This design comes from an exercise in tuning for small area, a short achievable clock period and few clock cycles per item on the open sky130 flow, not from production work. Where RTL was checked, it was by simulation tests only, not by an equivalence proof against the original. Power figures rest on the tool's default switching activity, not on a simulated workload.

## job 104
## cache_controller
module cache_controller (
    input clock,
    input reset,
    input read,
    input write,
    input [7:0] address,
    input [7:0] writedata,
    input mem_BUSY,
    input [31:0] mem_readdata,
    output reg [7:0] readdata,
    output reg mem_read, mem_write,
    output reg BUSY,
    output reg [5:0] mem_address,
    output reg [31:0] mem_writedata
);
Size in the first run: about 900 cells after synthesis, about 350 flip-flops, roughly 14,000 um2 of cells after synthesis.
clock: 6.0 ns
lec_check: 0
cap_margin: 20
core_margin: 2
core_utilization: 60
cts_buf_list: sky130_fd_sc_hd__clkbuf_8
cts_cluster_diameter: 50
cts_cluster_size: 15
place_density: 0.75
setup_slack_margin: 3.7
slew_margin: 20
standard.sh (not shown) runs the stock make flow with config.mk's settings and CLKGATE_MAP_FILE= SYNTH_SCRIPT=/design/flow/synth_recipe.tcl, a recipe that flattens the netlist after the stock synthesis.
==> flow/flow/run.sh <==
#!/bin/bash
# Standard layout, with the ports buffered by a small plain buffer instead of
# the delay cell buffer_ports picks by default.
cp standard.sh standard_sh_copy.log
export BUFFER_PORTS_ARGS="-buffer_cell sky130_fd_sc_hd__buf_2"
bash standard.sh > standard.log 2>&1
Job 104 completed; timing, DRC and antenna clean
--- input diff job 104..job 101 ---
Settings: a change of SETUP_SLACK_MARGIN from 3.7 to 3.8.
==> flow/run.sh (new file) <==
#!/bin/bash
# synth_recipe.tcl (not shown) runs the flow's synth.tcl, then flattens the netlist and writes it again
# the make line also repeats each setting of config.mk as NAME=value (left out here)
make -C /OpenROAD-flow-scripts/flow DESIGN_CONFIG=/design/flow/config.mk WORK_HOME=/design/flow/orfs CLKGATE_MAP_FILE= SYNTH_SCRIPT=/design/flow/synth_recipe.tcl finish
removed: flow/flow/run.sh
removed: flow/standard.sh
Findings:
Job 101 closes out successfully: all stages finished, all timing, DRC and antenna checks passed.
[job 101] number of iterations in the first detailed-routing pass fell 2 relative to job 104
Looking at pin slew with the least headroom to its limit, job 101 sits 190 ps higher than job 104 does.
Cmp job 101 and job 104 / global-route wire length before repair / higher: job 101
No functional check of the RTL was part of any run of this note.

* * *

job 5491:
Another version of the RTL of cache_controller (not shown whole).
Size in the first run: ~820 cells after synthesis, roughly 350 flip-flops, about 100 I/O pins.
export LEC_CHECK = 0
export CAP_MARGIN = 20
export CORE_MARGIN = 2
export CORE_UTILIZATION = 60
export CTS_BUF_LIST = sky130_fd_sc_hd__clkbuf_16
export CTS_CLUSTER_DIAMETER = 60
export CTS_CLUSTER_SIZE = 25
export PLACE_DENSITY = 0.75
export SETUP_SLACK_MARGIN = 3.65
export SLEW_MARGIN = 20
export SYNTH_HIERARCHICAL = 1
export SYNTH_MINIMUM_KEEP_SIZE = 0
create_clock -name core_clock -period 6.0 [get_ports {clock}]
==> flow/flow/run.sh <==
#!/bin/bash
# Standard layout, with the ports buffered by the smallest plain buffer instead of
# the delay cell buffer_ports picks by default.
cp standard.sh standard_sh_copy.log
export BUFFER_PORTS_ARGS="-buffer_cell sky130_fd_sc_hd__buf_1"
bash standard.sh > standard.log 2>&1
Testbench counts of job 5491, summed over its fixed seeds: cycles 16,144, requests 4,800.
Edits applied to the flow inputs when going from job 5491 to job 268:
==> flow/config.mk <==
export PLATFORM = sky130hd
export DESIGN_NAME = cache_controller
export DESIGN_NICKNAME = cache_controller
export VERILOG_FILES = /design/flow/design.v
export SDC_FILE = /design/flow/constraint.sdc
export NUM_CORES = 4
export LEC_CHECK = 0
export CAP_MARGIN = 40
export CORE_MARGIN = 2
export CORE_UTILIZATION = 60
export CTS_BUF_LIST = sky130_fd_sc_hd__clkbuf_8
export CTS_CLUSTER_DIAMETER = 50
export CTS_CLUSTER_SIZE = 15
export PLACE_DENSITY = 0.75
export SETUP_SLACK_MARGIN = 3.65
export SLEW_MARGIN = 60
export SYNTH_HIERARCHICAL = 1
export SYNTH_MINIMUM_KEEP_SIZE = 0
Results
Job 268: full flow OK, the timing, design-rule and antenna checks passed. Re routing usage on met3: job 268 is 1.4 points up on job 5491. In the flow results for job 268 and job 5491, the met2 demand-to-capacity share in global routing is smaller on job 268. Utilization delta (job 5491 -> job 268): insignificant. For the length of routed wiring on met1, job 268 came in about 2.4% lower than job 5491 did. The run showing the greater maximum operating frequency is job 268. Higher number of buffers outside the clock class in the layout among job 268 and job 5491: job 268. Between job 5491 and job 268, count of buffers added by post-CTS timing repair for setup increased. On clock-buffer cell count, the higher figure sits with job 268, not job 5491. After detailed routing, job 5491 needs more wire than job 268. Re register share of the cell area: job 268 and job 5491 aren't equal, and the lower value belongs to job 5491.
Input changes introduced in job 2661 (baseline for comparison: job 268):
==> flow/flow/run.sh <==
#!/bin/bash
# Standard layout, with the ports buffered by a small plain buffer instead of
# the delay cell buffer_ports picks by default.
cp standard.sh standard_sh_copy.log
export BUFFER_PORTS_ARGS="-buffer_cell sky130_fd_sc_hd__buf_2"
bash standard.sh > standard.log 2>&1
==> flow/config.mk <==
export PLATFORM = sky130hd
export DESIGN_NAME = cache_controller
export DESIGN_NICKNAME = cache_controller
export VERILOG_FILES = /design/flow/design.v
export SDC_FILE = /design/flow/constraint.sdc
export NUM_CORES = 4
export LEC_CHECK = 0
export CAP_MARGIN = 20
export CORE_MARGIN = 2
export CORE_UTILIZATION = 50
export CTS_BUF_LIST = sky130_fd_sc_hd__clkbuf_8
export CTS_CLUSTER_DIAMETER = 50
export CTS_CLUSTER_SIZE = 15
export PLACE_DENSITY = 0.7
export SETUP_SLACK_MARGIN = 3.65
export SLEW_MARGIN = 20
export SYNTH_HIERARCHICAL = 1
export SYNTH_MINIMUM_KEEP_SIZE = 0
Results
- Summary — core utilization, job 2661 relative to job 268: lower, by 13 points.
- Re clock-buffer cell count: job 2661 is 13% up on job 268.
- Of job 2661 and job 268, it is job 2661 that has the lower combinational cell power.
- In the flow results for job 2661 and job 268, the number of tapcells is larger on job 2661.
- Comparing final weighted congestion in routability-driven placement for job 2661 and job 268, the smaller number came from job 268.
- Area: job 2661 vs job 268 -> job 2661 smaller
Input-level comparison between job 3915 and job 2661:
==> flow/flow/run.sh <==
#!/bin/bash
# Standard layout, with the ports buffered by the smallest plain buffer instead of
# the delay cell buffer_ports picks by default.
cp standard.sh standard_sh_copy.log
export BUFFER_PORTS_ARGS="-buffer_cell sky130_fd_sc_hd__buf_1"
bash standard.sh > standard.log 2>&1
-- flow/config.mk --
<<< job 2661, line 9
export CORE_MARGIN = 2
export CORE_UTILIZATION = 50
export CTS_BUF_LIST = sky130_fd_sc_hd__clkbuf_8
>>> job 3915, line 9
export CORE_MARGIN = 2
export CORE_UTILIZATION = 60
export CTS_BUF_LIST = sky130_fd_sc_hd__clkbuf_8
<<< job 2661, line 13
export CTS_CLUSTER_SIZE = 15
export PLACE_DENSITY = 0.7
export SETUP_SLACK_MARGIN = 3.65
export SLEW_MARGIN = 20
>>> job 3915, line 13
export CTS_CLUSTER_SIZE = 15
export PLACE_DENSITY = 0.75
export SETUP_SLACK_MARGIN = 3.7
export SLEW_MARGIN = 20
Findings:
- Of job 2661 and job 3915, job 3915 shows the higher portion of the layout cell area used by clock cells, with job 2661 below it.
- Global-route usage: job 3915 vs job 2661 up 5.9 points
- Wire length of job 3915 exceeds that of job 2661 by a few percent.
Changes in job 6559 relative to job 3915:
==> flow/flow/run.sh <==
#!/bin/bash
# Standard layout, with the ports buffered by a small plain buffer instead of
# the delay cell buffer_ports picks by default.
cp standard.sh standard_sh_copy.log
export BUFFER_PORTS_ARGS="-buffer_cell sky130_fd_sc_hd__buf_2"
bash standard.sh > standard.log 2>&1
-- flow/config.mk --
<<< job 3915, line 12
export CTS_CLUSTER_DIAMETER = 50
export CTS_CLUSTER_SIZE = 15
export PLACE_DENSITY = 0.75
export SETUP_SLACK_MARGIN = 3.7
export SLEW_MARGIN = 20
>>> job 6559, line 12
export CTS_CLUSTER_DIAMETER = 50
export CTS_CLUSTER_SIZE = 20
export PLACE_DENSITY = 0.75
export SETUP_SLACK_MARGIN = 3.65
export SLEW_MARGIN = 20
## What came out
Looking at number of clock-tree buffers in the layout across job 6559 and job 3915, the one that comes out lower is job 6559.
Looking at beginning of the critical path, the address[4] result is from job 3915; the readdata[4] one comes from job 6559.
From job 3915 to job 6559 the numbers moved as follows: design area decreased by about 3.5% relative to the old numbers; post-detailed-routing wire length now sits lower.
Job 6559 vs job 3915: first-pass GRT wire length down by a few percent
diff inputs: job 6559 => job 4106
-- flow/config.mk --
<<< job 6559, line 12
export CTS_CLUSTER_DIAMETER = 50
export CTS_CLUSTER_SIZE = 20
export PLACE_DENSITY = 0.75
>>> job 4106, line 12
export CTS_CLUSTER_DIAMETER = 50
export CTS_CLUSTER_SIZE = 15
export PLACE_DENSITY = 0.75
[summary]
- Job 4106: logic gate share of total power higher than job 6559
- Job 4106 vs. job 6559: flip-flop and latch share of the layout cell area went up by 0.26 points.
- Job 6559 and job 4106 ended up with roughly the same number of vias per cell after detailed routing.
- On final cell count, job 4106 and job 6559 are neck and neck.
- The clock share of power number comes out lower for job 4106 vs job 6559.
- Any difference in global-route wire length before repair between job 4106 and job 6559 is small enough to ignore.

-- port drivers added, routing unchanged --
Ports are ideal in the flow. The routed layouts listed here were re-timed in OpenROAD.
Step 1 assumes that a clkbuf_16 drives the clock port and a buf_2 every other input.
Step 2 also shifts input and output timing later by t, the mid clock arrival at the registers, as if the neighbouring blocks saw the same clock.
Three values: no drivers, after step 1, after step 2; two values: the first two.
| run | t, ns | slack for setup (ns) | latest minus earliest clock arrival (ns) | worst slew at a driven data input, ns |
|---|---|---|---|---|
| job 104 | 0.590 | 3.613 / 3.413 / 2.823 | 0.031 / 0.032 | 0.24 |
| job 101 | 0.601 | 3.618 / 3.475 / 2.874 | 0.032 / 0.033 | 0.31 |
| job 5491 | 0.583 | 3.578 / 3.475 / 2.892 | 0.020 / 0.019 | 0.15 |
| job 268 | 0.645 | 3.623 / 3.623 / 2.988 | 0.021 / 0.021 | 0.07 |
| job 2661 | 0.633 | 3.640 / 3.534 / 2.901 | 0.026 / 0.026 | 0.20 |
| job 3915 | 0.640 | 3.667 / 3.568 / 2.928 | 0.022 / 0.022 | 0.21 |
| job 6559 | 0.630 | 3.660 / 3.581 / 2.951 | 0.018 / 0.018 | 0.18 |
| job 4106 | 0.635 | 3.657 / 3.591 / 2.956 | 0.021 / 0.022 | 0.19 |
After both steps every run listed still meets setup and hold. The setup slack of job 104, which loses most, moves by -0.200 ns with the drivers and by -0.790 ns with both steps.
